Context: an optimization exercise on an open-source flow, tuned for small area, a short achievable clock period and few clock cycles. The choices shown serve that exercise and are no tape-out recipe. RTL that was checked went through simulation tests only; none was proved equivalent to the original.

## bas
module bas(clock,reset,load, seed_x,seed_y,iterations,x,y,x_extreme,y_extreme,out_value,done );
Settings: LEC_CHECK=0, ABC_AREA=1, CAP_MARGIN=20, CORE_MARGIN=2, CORE_UTILIZATION=45, PLACE_DENSITY=0.75, SLEW_MARGIN=20; clock period 27.0 ns.
standard.sh (not shown) runs the stock make flow with config.mk's settings and CLKGATE_MAP_FILE= SYNTH_SCRIPT=/design/flow/synth_recipe.tcl, a recipe that flattens the netlist after the stock synthesis.
==> flow/flow/run.sh <==
#!/bin/bash
# The standard layout, with timing repair aiming for 20 ns of setup slack
# at the design's clock period (over-fixing, as SETUP_SLACK_MARGIN does),
# on the worst 20% of endpoints.
set -euo pipefail
bash standard.sh SETUP_SLACK_MARGIN=20 TNS_END_PERCENT=20 finish > orfs_make.log 2>&1
Testbench counts at the start, summed over its fixed seeds: cycles 49,176.
Rerun with:
==> flow/flow/run.sh (replaced) <==
#!/bin/bash
# The standard layout, with timing repair aiming for 21 ns of setup slack
# at the design's clock period (over-fixing, as SETUP_SLACK_MARGIN does),
# on the worst 20% of endpoints.
set -euo pipefail
bash standard.sh SETUP_SLACK_MARGIN=21 TNS_END_PERCENT=20 finish > orfs_make.log 2>&1
--- a/flow/config.mk
+++ b/flow/config.mk
@@ -10,4 +10,3 @@
 export CORE_MARGIN = 2
 export CORE_UTILIZATION = 45
-export PLACE_DENSITY = 0.75
 export SLEW_MARGIN = 20
The changed run completed with no timing, DRC or antenna violations.
Register-to-register slack barely changes.
Die area stays the same.
Synthesized cell count is unchanged.
Non-clock buffer count went up by 133.
Setup slack improves by 0.059 ns.
Critical path depth does not change.
Design area went up by about 4.7%.
Cell count went up by 1.3%.
Rerun with:
==> flow/flow/run.sh (replaced) <==
#!/bin/bash
# The standard layout, with timing repair aiming for 20 ns of setup slack
# at the design's clock period (over-fixing, as SETUP_SLACK_MARGIN does).
set -euo pipefail
bash standard.sh SETUP_SLACK_MARGIN=20 finish > orfs_make.log 2>&1
--- a/flow/config.mk
+++ b/flow/config.mk
@@ -6,5 +6,4 @@
 export NUM_CORES = 8
 export LEC_CHECK = 0
-export ABC_AREA = 1
 export CAP_MARGIN = 20
 export CORE_MARGIN = 2
Outcome:
- cell area went down by a few percent
- global-route usage drops by 4.3 points
- cell count is lower by about a fifth
- worst hold slack gets worse by 0.0043 ns
- sequential share of layout area goes up by 0.54 points
- clock skew grows by 0.014 ns
- wire length came out lower by about a fifth
Rerun with:
==> flow/flow/run.sh (replaced) <==
#!/bin/bash
# The standard layout, with timing repair aiming for 21 ns of setup slack
# at the design's clock period (over-fixing, as SETUP_SLACK_MARGIN does).
set -euo pipefail
bash standard.sh SETUP_SLACK_MARGIN=21 finish > orfs_make.log 2>&1
Via count climbs slightly.
Worst hold slack gains 0.0049 ns.
First-iteration DRC count climbs by about a fifth.
Clock skew climbs by 0.011 ns.
Sequential cell count stays the same.
Die area is unchanged.
Rerun with:
==> flow/flow/run.sh (replaced) <==
#!/bin/bash
# The standard layout, with timing repair aiming for 20 ns of setup slack
# at the design's clock period (over-fixing, as SETUP_SLACK_MARGIN does),
# on the worst 20% of endpoints.
set -euo pipefail
bash standard.sh SETUP_SLACK_MARGIN=20 TNS_END_PERCENT=20 finish > orfs_make.log 2>&1
--- a/flow/config.mk
+++ b/flow/config.mk
@@ -6,4 +6,5 @@
 export NUM_CORES = 8
 export LEC_CHECK = 0
+export ABC_CLOCK_PERIOD_IN_PS = 2000
 export CAP_MARGIN = 20
 export CORE_MARGIN = 2
After rerunning: Die area is unchanged; final cell count is lower by 1.4%; synthesized cell count does not change; final area is lower by 4.1%; clock skew is lower by 0.0055 ns; non-clock buffer count is lower by 122; wire length is lower by 2.3%; global-route usage is lower by 0.41 points; via count is lower by 1.3%.
Rerun with:
==> flow/flow/run.sh (replaced) <==
#!/bin/bash
# The standard layout, with timing repair aiming for 19 ns of setup slack
# at the design's clock period (over-fixing, as SETUP_SLACK_MARGIN does),
# on the worst 20% of endpoints.
set -euo pipefail
bash standard.sh SETUP_SLACK_MARGIN=19 TNS_END_PERCENT=20 finish > orfs_make.log 2>&1
--- a/flow/config.mk
+++ b/flow/config.mk
@@ -6,5 +6,5 @@
 export NUM_CORES = 8
 export LEC_CHECK = 0
-export ABC_CLOCK_PERIOD_IN_PS = 2000
+export ABC_AREA = 1
 export CAP_MARGIN = 20
 export CORE_MARGIN = 2
What happened: Core utilization went down by 3.9 points; global-route usage went up by 2.2 points; critical path depth went down by 13; hold slack stays flat; cell count went up by about a fifth; design area went down by a few percent; non-clock buffer count went down by 236; routed wire length went up by roughly a tenth.

* * *

quartz:
Another version of the RTL of bas (not shown whole).
Size in the first run: about 300 flip-flops, about 58000 µm² of cells after synthesis.
Settings: LEC_CHECK=0, ABC_AREA=1, CAP_MARGIN=20, CORE_MARGIN=2, CORE_UTILIZATION=45, SLEW_MARGIN=20; clock period 27.0 ns.
==> flow/flow/run.sh <==
#!/bin/bash
# The standard layout, with timing repair aiming for 20 ns of setup slack
# at the design's clock period (over-fixing, as SETUP_SLACK_MARGIN does),
# on the worst 20% of endpoints, and buf_4 cells as the port buffers.
set -euo pipefail
bash standard.sh SETUP_SLACK_MARGIN=20 TNS_END_PERCENT=20 "BUFFER_PORTS_ARGS=-buffer_cell sky130_fd_sc_hd__buf_4" finish > orfs_make.log 2>&1
quartz went all the way through the flow, and no timing, DRC or antenna check failed.
## Diff of input files: yarrow against quartz
- swapping 45 for 65 in CORE_UTILIZATION
==> comparison <==
- Going from quartz to yarrow, cell count after placement -580; wire length of the first global-routing pass -10000 µm.
The inputs of xenon differ from those of yarrow as listed below.
- swapping 65 for 45 in CORE_UTILIZATION
==> flow/flow/run.sh <==
#!/bin/bash
# The standard layout, with timing repair aiming for 20.5 ns of setup slack
# at the design's clock period (over-fixing, as SETUP_SLACK_MARGIN does),
# on the worst 20% of endpoints, and buf_4 cells as the port buffers.
set -euo pipefail
bash standard.sh SETUP_SLACK_MARGIN=20.5 TNS_END_PERCENT=20 "BUFFER_PORTS_ARGS=-buffer_cell sky130_fd_sc_hd__buf_4" finish > orfs_make.log 2>&1
Notes after the runs:
xenon completed; timing, DRC and antenna clean. Summary of the comparison: share of layout cells above drive strength 1 is higher in xenon, relative to yarrow. As far as hold slack is concerned, yarrow and xenon perform about the same. Delta (xenon minus yarrow): post-detailed-routing wire length moved up; overall fraction of global-route tracks in use went down; cell count has increased.
No run of this note included a check of the RTL's function; only the layout flow was run.

* * *

bas, a different RTL version from the one above (not shown whole).
Size: ~7800 cells after synthesis, roughly 300 flip-flops, roughly 140 I/O pins, ~56000 um^2 of cells after synthesis.
Settings: LEC_CHECK=0, ABC_AREA=1, CAP_MARGIN=20, CORE_MARGIN=2, CORE_UTILIZATION=45, SLEW_MARGIN=20; clock period 27.0 ns.
==> flow/flow/run.sh <==
#!/bin/bash
# The standard layout, with timing repair aiming for 20 ns of setup slack
# at the design's clock period (over-fixing, as SETUP_SLACK_MARGIN does),
# on the worst 10% of endpoints, and sky130_fd_sc_hd__buf_1 cells as the port buffers.
set -euo pipefail
bash standard.sh SETUP_SLACK_MARGIN=20 TNS_END_PERCENT=10 "BUFFER_PORTS_ARGS=-buffer_cell sky130_fd_sc_hd__buf_1" finish > orfs_make.log 2>&1
Testbench counts at the start, summed over its fixed seeds: cycles 49,176.
Edit:
==> flow/flow/run.sh (replaced) <==
#!/bin/bash
# The standard layout, with timing repair aiming for 20 ns of setup slack
# at the design's clock period (over-fixing, as SETUP_SLACK_MARGIN does),
# on the worst 10% of endpoints, and sky130_fd_sc_hd__buf_4 cells as the port buffers.
set -euo pipefail
bash standard.sh SETUP_SLACK_MARGIN=20 TNS_END_PERCENT=10 "BUFFER_PORTS_ARGS=-buffer_cell sky130_fd_sc_hd__buf_4" finish > orfs_make.log 2>&1
The changed run passed the timing, design-rule and antenna checks.
Non-clock buffer count decreases by 43.
Via count falls by 1.2%.
Worst setup slack loses 0.0065 ns.
Worst hold slack improved by 0.0031 ns.
Synthesized area stays the same.
Design area went down by about 0.3%.
Cell count fell by about 0.4%.
Edit:
==> flow/flow/run.sh (replaced) <==
#!/bin/bash
# The standard layout, with timing repair aiming for 20.5 ns of setup slack
# at the design's clock period (over-fixing, as SETUP_SLACK_MARGIN does),
# on the worst 20% of endpoints, and buf_4 cells as the port buffers.
set -euo pipefail
bash standard.sh SETUP_SLACK_MARGIN=20.5 TNS_END_PERCENT=20 "BUFFER_PORTS_ARGS=-buffer_cell sky130_fd_sc_hd__buf_4" finish > orfs_make.log 2>&1
CORE_UTILIZATION = 65   (was 45)
The new run ran to the end with no violations.
Utilization goes up by 24 points.
Non-clock buffer count went up by 78.
Synthesized cell count stays the same.
Edit:
==> flow/flow/run.sh (replaced) <==
#!/bin/bash
# The standard layout: floorplan with the default timing repair, then the rest
# with timing repair aiming for 20 ns of setup slack at the design's clock
# period (over-fixing, as SETUP_SLACK_MARGIN does) on the worst 10% of
# endpoints, and buf_2 cells as the port buffers.
set -euo pipefail
bash standard.sh "BUFFER_PORTS_ARGS=-buffer_cell sky130_fd_sc_hd__buf_2" floorplan > orfs_make_floorplan.log 2>&1
bash standard.sh SETUP_SLACK_MARGIN=20 TNS_END_PERCENT=10 "BUFFER_PORTS_ARGS=-buffer_cell sky130_fd_sc_hd__buf_2" finish > orfs_make.log 2>&1
CORE_UTILIZATION = 45   (was 65)
Global-route usage shrinks by 16 points.
Design area falls by about 2.2%.
Setup slack gains 0.97 ns.

* * *

bas, a different RTL version from the one above (not shown whole).
For scale: ~6600 cells after synthesis, roughly 310 flip-flops, roughly 0.059 mm² of cells after synthesis.
// bas
module bas(clock,reset,load, seed_x,seed_y,iterations,x,y,x_extreme,y_extreme,out_value,done );
    input clock,reset,load;
    input [8:0] seed_x,seed_y;
    input [8:0] iterations;
    input [15:0] x,y;
    output signed [15:0] x_extreme,y_extreme;
    output signed [39:0] out_value;
    output reg done;
    reg [15:0] x_curr, y_curr;           
    reg signed [13:0] step_x, step_y;    
    reg signed [13:0] step_nx, step_ny;  
    reg [17:0] dl1, dl2, dr1, dr2;       
    reg ql1, ql2, qr1, qr2;              
    reg [32:0] value_curr;               
    reg [8:0] dir_x, dir_y;              
    reg [12:0] sense;                    
    reg [9:0] remain;
    reg run;
    reg [15:0] x_best, y_best;
    reg [32:0] value_best;
    reg value_init;                      
    wire [32:0] al, bl, ar, br;
    beetle_left_antenna ol(dl1, dl2, ql1, ql2, al, bl);
    beetle_left_antenna or_(dr1, dr2, qr1, qr2, ar, br);
    wire go_right;
    beetle_compare cmp(al, bl, ar, br, go_right);
    wire [32:0] odour_l = al + bl;
    wire [32:0] odour_r = ar + br;
    wire signed [17:0] mx_l = $signed({2'b00, x_curr}) + step_x;
    wire signed [17:0] my_l = $signed({2'b00, y_curr}) + step_y;
    wire signed [17:0] mx_r = $signed({2'b00, x_curr}) - step_x;
    wire signed [17:0] my_r = $signed({2'b00, y_curr}) - step_y;
    wire [15:0] x_l = mx_l[15:0];
    wire [15:0] y_l = my_l[15:0];
    wire [15:0] x_r = mx_r[15:0];
    wire [15:0] y_r = my_r[15:0];
  ...
==> flow/config.mk <==
export PLATFORM = sky130hd
export DESIGN_NAME = bas
export DESIGN_NICKNAME = bas
export VERILOG_FILES = /design/flow/design.v
export SDC_FILE = /design/flow/constraint.sdc
export NUM_CORES = 8
export LEC_CHECK = 0
export CAP_MARGIN = 20
export CORE_MARGIN = 2
export CORE_UTILIZATION = 45
export SLEW_MARGIN = 20
==> flow/constraint.sdc <==
create_clock -name core_clock -period 27.0 [get_ports {clock}]
set_input_delay 5.4000 -clock core_clock [delete_from_list [all_inputs] [get_ports {clock}]]
set_output_delay 5.4000 -clock core_clock [all_outputs]
set_load 0.01 [all_outputs]
==> flow/flow/run.sh <==
#!/bin/bash
# The standard layout, with timing repair aiming for 20 ns of setup slack
# at the design's clock period (over-fixing, as SETUP_SLACK_MARGIN does).
set -euo pipefail
bash standard.sh SETUP_SLACK_MARGIN=20 finish > orfs_make.log 2>&1
The first run finished with timing, DRC and antenna clean.
Change:
==> flow/flow/run.sh (replaced) <==
#!/bin/bash
# The standard layout, with timing repair aiming for 18 ns of setup slack
# at the design's clock period (over-fixing, as SETUP_SLACK_MARGIN does).
set -euo pipefail
bash standard.sh SETUP_SLACK_MARGIN=18 finish > orfs_make.log 2>&1
- The changed run passed the timing, design-rule and antenna checks
- core utilization came out lower by 2.5 points
- routed wire length decreases by 7.2%
- global-route usage shrinks by 1.1 points
- worst setup slack loses 0.88 ns
- fmax drops by 10%
Function was not checked in any run of this note: the RTL went through the layout flow alone.

* * *

bas with an RTL version that a note above also has.
For scale: roughly 8200 cells after synthesis, about 310 flip-flops, roughly 140 I/O pins, ~58000 µm² of cells after synthesis.
export LEC_CHECK = 0
export ABC_AREA = 1
export CAP_MARGIN = 20
export CORE_MARGIN = 2
export CORE_UTILIZATION = 45
export SLEW_MARGIN = 20
create_clock -name core_clock -period 27.0 [get_ports {clock}]
==> flow/flow/run.sh <==
#!/bin/bash
# The standard layout, with timing repair aiming for 20 ns of setup slack
# at the design's clock period (over-fixing, as SETUP_SLACK_MARGIN does),
# on the worst 10% of endpoints.
set -euo pipefail
bash standard.sh SETUP_SLACK_MARGIN=20 TNS_END_PERCENT=10 finish > orfs_make.log 2>&1
The first run finished with timing, DRC and antenna clean.
Testbench counts at the start, summed over its fixed seeds: cycles 49,176.
Rerun with:
==> flow/flow/run.sh (replaced) <==
#!/bin/bash
# The standard layout, with timing repair aiming for 22 ns of setup slack
# at the design's clock period (over-fixing, as SETUP_SLACK_MARGIN does),
# on the worst 10% of endpoints.
set -euo pipefail
bash standard.sh SETUP_SLACK_MARGIN=22 TNS_END_PERCENT=10 finish > orfs_make.log 2>&1
ABC_AREA = not set   (was 1)
The new run passed the timing, design-rule and antenna checks.
Final cell count went down by 19%.
Count of clock-buffer cells in the layout falls by 9.
Register-to-register slack loses 0.69 ns.
Maximum frequency came out lower by 6.7%.
Area after synthesis drops by 4.7%.
First-iteration DRC count came out lower by 24%.
Rerun with:
==> flow/flow/run.sh (replaced) <==
#!/bin/bash
# The standard layout, with timing repair aiming for 20 ns of setup slack
# at the design's clock period (over-fixing, as SETUP_SLACK_MARGIN does),
# on the worst 50% of endpoints.
set -euo pipefail
bash standard.sh SETUP_SLACK_MARGIN=20 TNS_END_PERCENT=50 finish > orfs_make.log 2>&1
Effect: Global-route usage rises by 1.4 points; register-to-register slack gains 0.10 ns; non-clock buffer count went up by 62; core utilization came out higher by 1.3 points; final cell count rises by 0.78%; synthesized cell count is unchanged; setup slack gets better by 0.10 ns; area after synthesis is unchanged.
Rerun with:
==> flow/flow/run.sh (replaced) <==
#!/bin/bash
# The standard layout, with timing repair aiming for 20 ns of setup slack
# at the design's clock period (over-fixing, as SETUP_SLACK_MARGIN does),
# on the worst 20% of endpoints, and buf_4 cells as the port buffers.
set -euo pipefail
bash standard.sh SETUP_SLACK_MARGIN=20 TNS_END_PERCENT=20 "BUFFER_PORTS_ARGS=-buffer_cell sky130_fd_sc_hd__buf_4" finish > orfs_make.log 2>&1
ABC_AREA = 1   (was not set)
Outcome: Routed wire length increases by 17%. Die area increases by 4.8%. Final area increases by 2.4%. Worst hold slack gets worse by 0.0035 ns. Clock-buffer cell count is unchanged. Clock skew increases by 0.037 ns. Cell count increases by 22%. Setup slack gets better by 0.45 ns.

* * *

## nickel
bas, a different RTL version from the one above (not shown whole).
For scale: ~7800 cells after synthesis, roughly 310 flip-flops, roughly 56000 sq um of cells after synthesis.
==> flow/design.v (excerpt) <==
module bas(clock,reset,load, seed_x,seed_y,iterations,x,y,x_extreme,y_extreme,out_value,done );
export LEC_CHECK = 0
export ABC_AREA = 1
export CAP_MARGIN = 20
export CORE_MARGIN = 2
export CORE_UTILIZATION = 45
export SLEW_MARGIN = 20
create_clock -name core_clock -period 27.0 [get_ports {clock}]
==> flow/flow/run.sh <==
#!/bin/bash
# The standard layout: floorplan with the default timing repair, then the rest
# with timing repair aiming for 20 ns of setup slack at the design's clock
# period (over-fixing, as SETUP_SLACK_MARGIN does) on the worst 20% of
# endpoints, and buf_2 cells as the port buffers.
set -euo pipefail
bash standard.sh "BUFFER_PORTS_ARGS=-buffer_cell sky130_fd_sc_hd__buf_2" floorplan > orfs_make_floorplan.log 2>&1
bash standard.sh SETUP_SLACK_MARGIN=20 TNS_END_PERCENT=20 "BUFFER_PORTS_ARGS=-buffer_cell sky130_fd_sc_hd__buf_2" finish > orfs_make.log 2>&1
nickel: PASS, flow complete, no timing, DRC or antenna violations
Testbench counts of nickel, summed over its fixed seeds: cycles 49,368.
Input-level comparison between garnet and nickel:
==> flow/flow/run.sh <==
#!/bin/bash
# The standard layout: floorplan with the default timing repair, then the rest
# with timing repair aiming for 21 ns of setup slack at the design's clock
# period (over-fixing, as SETUP_SLACK_MARGIN does) on the worst 10% of
# endpoints, and buf_2 cells as the port buffers.
set -euo pipefail
bash standard.sh "BUFFER_PORTS_ARGS=-buffer_cell sky130_fd_sc_hd__buf_2" floorplan > orfs_make_floorplan.log 2>&1
bash standard.sh SETUP_SLACK_MARGIN=21 TNS_END_PERCENT=10 "BUFFER_PORTS_ARGS=-buffer_cell sky130_fd_sc_hd__buf_2" finish > orfs_make.log 2>&1
Results
- The multi-input gate count on garnet is in line with that on nickel.
- Cmp nickel and garnet / number of standard cells in the layout, taps in and fillers out / lower: nickel
- garnet ends up with a wire length that is 2.0% higher than in nickel.
- [compare] base=nickel new=garnet: critical path data arrival time increased by 5.79 ns relative to the old numbers.
- garnet: done, clean on timing, DRC and antenna
- [compare] base=nickel new=garnet: maximum frequency went up 2.5 MHz; ratio of final minimum period to clock period went down by 0.44 points; biggest fanout along the worst timing path up 4.
- Against nickel, garnet comes in about 1.3% higher on wire length of the first global-routing pass.
- On hold slack, nickel and garnet are basically level.
Input changes introduced in lagoon (baseline for comparison: garnet):
-- flow/flow/run.sh --
<<< garnet, line 3
# with timing repair aiming for 21 ns of setup slack at the design's clock
>>> lagoon, line 3
# with timing repair aiming for 20 ns of setup slack at the design's clock
<<< garnet, line 8
bash standard.sh SETUP_SLACK_MARGIN=21 TNS_END_PERCENT=10 "BUFFER_PORTS_ARGS=-buffer_cell sky130_fd_sc_hd__buf_2" finish > orfs_make.log 2>&1
>>> lagoon, line 8
bash standard.sh SETUP_SLACK_MARGIN=20 TNS_END_PERCENT=10 "BUFFER_PORTS_ARGS=-buffer_cell sky130_fd_sc_hd__buf_2" finish > orfs_make.log 2>&1
-- flow/config.mk --
<<< garnet, line 11
export CORE_UTILIZATION = 45
>>> lagoon, line 11
export CORE_UTILIZATION = 55
Notes after the runs:
lagoon closes out successfully: all stages finished, all timing, DRC and antenna checks passed. Diff garnet -> lagoon: number of well-tap cells placed saw a decrease; violation count after the first detailed-routing iteration grew by 7.1%. Setup slack sits lower in lagoon than in garnet. lagoon vs garnet, slowest cell on the critical path: sky130_fd_sc_hd__buf_6 vs sky130_fd_sc_hd__fa_1.
The inputs of zinc differ from those of lagoon as listed below.
==> flow/flow/run.sh <==
#!/bin/bash
# The standard layout, with timing repair aiming for 19.75 ns of setup slack
# at the design's clock period (over-fixing, as SETUP_SLACK_MARGIN does),
# on the worst 10% of endpoints, and sky130_fd_sc_hd__buf_2 cells as the port buffers.
set -euo pipefail
bash standard.sh SETUP_SLACK_MARGIN=19.75 TNS_END_PERCENT=10 "BUFFER_PORTS_ARGS=-buffer_cell sky130_fd_sc_hd__buf_2" finish > orfs_make.log 2>&1
-- flow/config.mk --
<<< lagoon, line 11
export CORE_UTILIZATION = 55
>>> zinc, line 11
export CORE_UTILIZATION = 45
==> comparison <==
Diff lagoon -> zinc: vias per cell -0.26, share of the clock period used by the worst path after layout +1.3 points, maximum number of pins on one net before global-route repair now smaller, combined buffer and inverter count along the critical path shows no meaningful change.
What lagoon reported for first-iteration DRC count has to be multiplied by 0.868 to get the figure for zinc.
zinc and lagoon ended up with roughly the same final-layout worst hold slack.
zinc against lagoon: number of non-clock inverters shows no meaningful change; count of filler cells inserted in the layout shows an increase of 3105.
Changes in onyx relative to zinc:
==> flow/flow/run.sh <==
#!/bin/bash
# The standard layout: floorplan with the default timing repair, then the rest
# with timing repair aiming for 20 ns of setup slack at the design's clock
# period (over-fixing, as SETUP_SLACK_MARGIN does) on the worst 10% of
# endpoints, and buf_2 cells as the port buffers.
set -euo pipefail
bash standard.sh "BUFFER_PORTS_ARGS=-buffer_cell sky130_fd_sc_hd__buf_2" floorplan > orfs_make_floorplan.log 2>&1
bash standard.sh SETUP_SLACK_MARGIN=20 TNS_END_PERCENT=10 "BUFFER_PORTS_ARGS=-buffer_cell sky130_fd_sc_hd__buf_2" finish > orfs_make.log 2>&1
-- flow/config.mk --
<<< zinc, line 11
export CORE_UTILIZATION = 45
>>> onyx, line 11
export CORE_UTILIZATION = 50
Findings:
Diff onyx and zinc: post-route non-filler standard cell count higher in zinc. Per the comparison of onyx with zinc, worst setup slack climbed 0.37 ns; met1 layer wirelength in the final routing dropped about 1%. onyx reports a higher maximum frequency than zinc does. Routed wire in onyx totals less than in zinc.

-- port drivers added, routing unchanged --
No port has a modelled driver above. Below, the same layouts with a new extraction and two added sets of constraints. Step 1 sets driving cells, clkbuf_16 on the clock port and buf_2 on the other inputs (assumed; they add their load-dependent delay and slew). Step 2 also shifts input and output timing later by t, the mid clock arrival at the registers, as if the neighbouring blocks saw the same clock. Slacks: no drivers / after step 1 / after step 2; pairs: no drivers / after step 1.
| run | t (ns) | setup WS [ns] | worst setup path at the end | slew at the worst register clock pin (ns) | cell pins on the clock port's net |
|---|---|---|---|---|---|
| the first run of note 1 | 0.722 | 19.859 / 19.839 / 19.187 | input to register | 0.07 / 0.07 | 1 |
| the second run of note 1 | 0.712 | 19.918 / 19.917 / 19.231 | input to register | 0.07 / 0.07 | 1 |
| the third run of note 1 | 0.710 | 19.280 / 19.280 / 19.196 | input to register | 0.07 / 0.07 | 1 |
| the fourth run of note 1 | 0.670 | 19.519 / 19.519 / 19.136 | input to register | 0.07 / 0.07 | 1 |
| the fifth run of note 1 | 0.713 | 19.518 / 19.518 / 19.045 | input to register | 0.07 / 0.07 | 1 |
| the sixth run of note 1 | 0.693 | 19.136 / 19.189 / 18.496 | input to register | 0.07 / 0.07 | 1 |
| quartz | 0.706 | 20.016 / 20.036 / 19.367 | input to register | 0.07 / 0.07 | 1 |
| yarrow | 0.707 | 19.887 / 19.887 / 19.284 | input to register | 0.07 / 0.07 | 1 |
| xenon | 0.703 | 20.166 / 20.166 / 19.613 | input to register | 0.08 / 0.08 | 1 |
| the first run of note 3 | 0.706 | 20.027 / 20.065 / 19.384 | input to register | 0.08 / 0.08 | 1 |
| the second run of note 3 | 0.698 | 20.020 / 20.074 / 19.381 | input to register | 0.07 / 0.07 | 1 |
| the third run of note 3 | 0.700 | 19.079 / 19.079 / 19.079 | register to register | 0.08 / 0.08 | 1 |
| the fourth run of note 3 | 0.711 | 20.047 / 20.055 / 19.374 | input to register | 0.07 / 0.07 | 1 |
| the first run of note 4 | 0.708 | 19.069 / 19.095 / 18.387 | input to register | 0.09 / 0.09 | 1 |
| the second run of note 4 | 0.718 | 18.185 / 18.243 / 17.526 | input to register | 0.07 / 0.07 | 1 |
| the first run of note 5 | 0.710 | 19.859 / 19.842 / 19.211 | input to register | 0.07 / 0.07 | 1 |
| the second run of note 5 | 0.688 | 19.344 / 19.344 / 18.931 | input to register | 0.07 / 0.07 | 1 |
| the third run of note 5 | 0.699 | 19.446 / 19.446 / 18.824 | input to register | 0.06 / 0.06 | 1 |
| the fourth run of note 5 | 0.713 | 19.896 / 19.926 / 19.213 | input to register | 0.07 / 0.07 | 1 |
| nickel | 0.720 | 19.978 / 19.895 / 19.440 | input to register | 0.08 / 0.08 | 1 |
| garnet | 0.724 | 20.098 / 20.098 / 19.464 | input to register | 0.08 / 0.08 | 1 |
| lagoon | 0.707 | 20.012 / 20.073 / 19.366 | input to register | 0.08 / 0.08 | 1 |
| zinc | 0.728 | 19.665 / 19.716 / 18.988 | input to register | 0.08 / 0.08 | 1 |
| onyx | 0.702 | 20.039 / 20.052 / 19.390 | input to register | 0.09 / 0.09 | 1 |
After both steps every run listed still meets setup and hold. The setup slack of the second run of note 1, which loses most, moves by -0.001 ns with the drivers and by -0.687 ns with both steps.
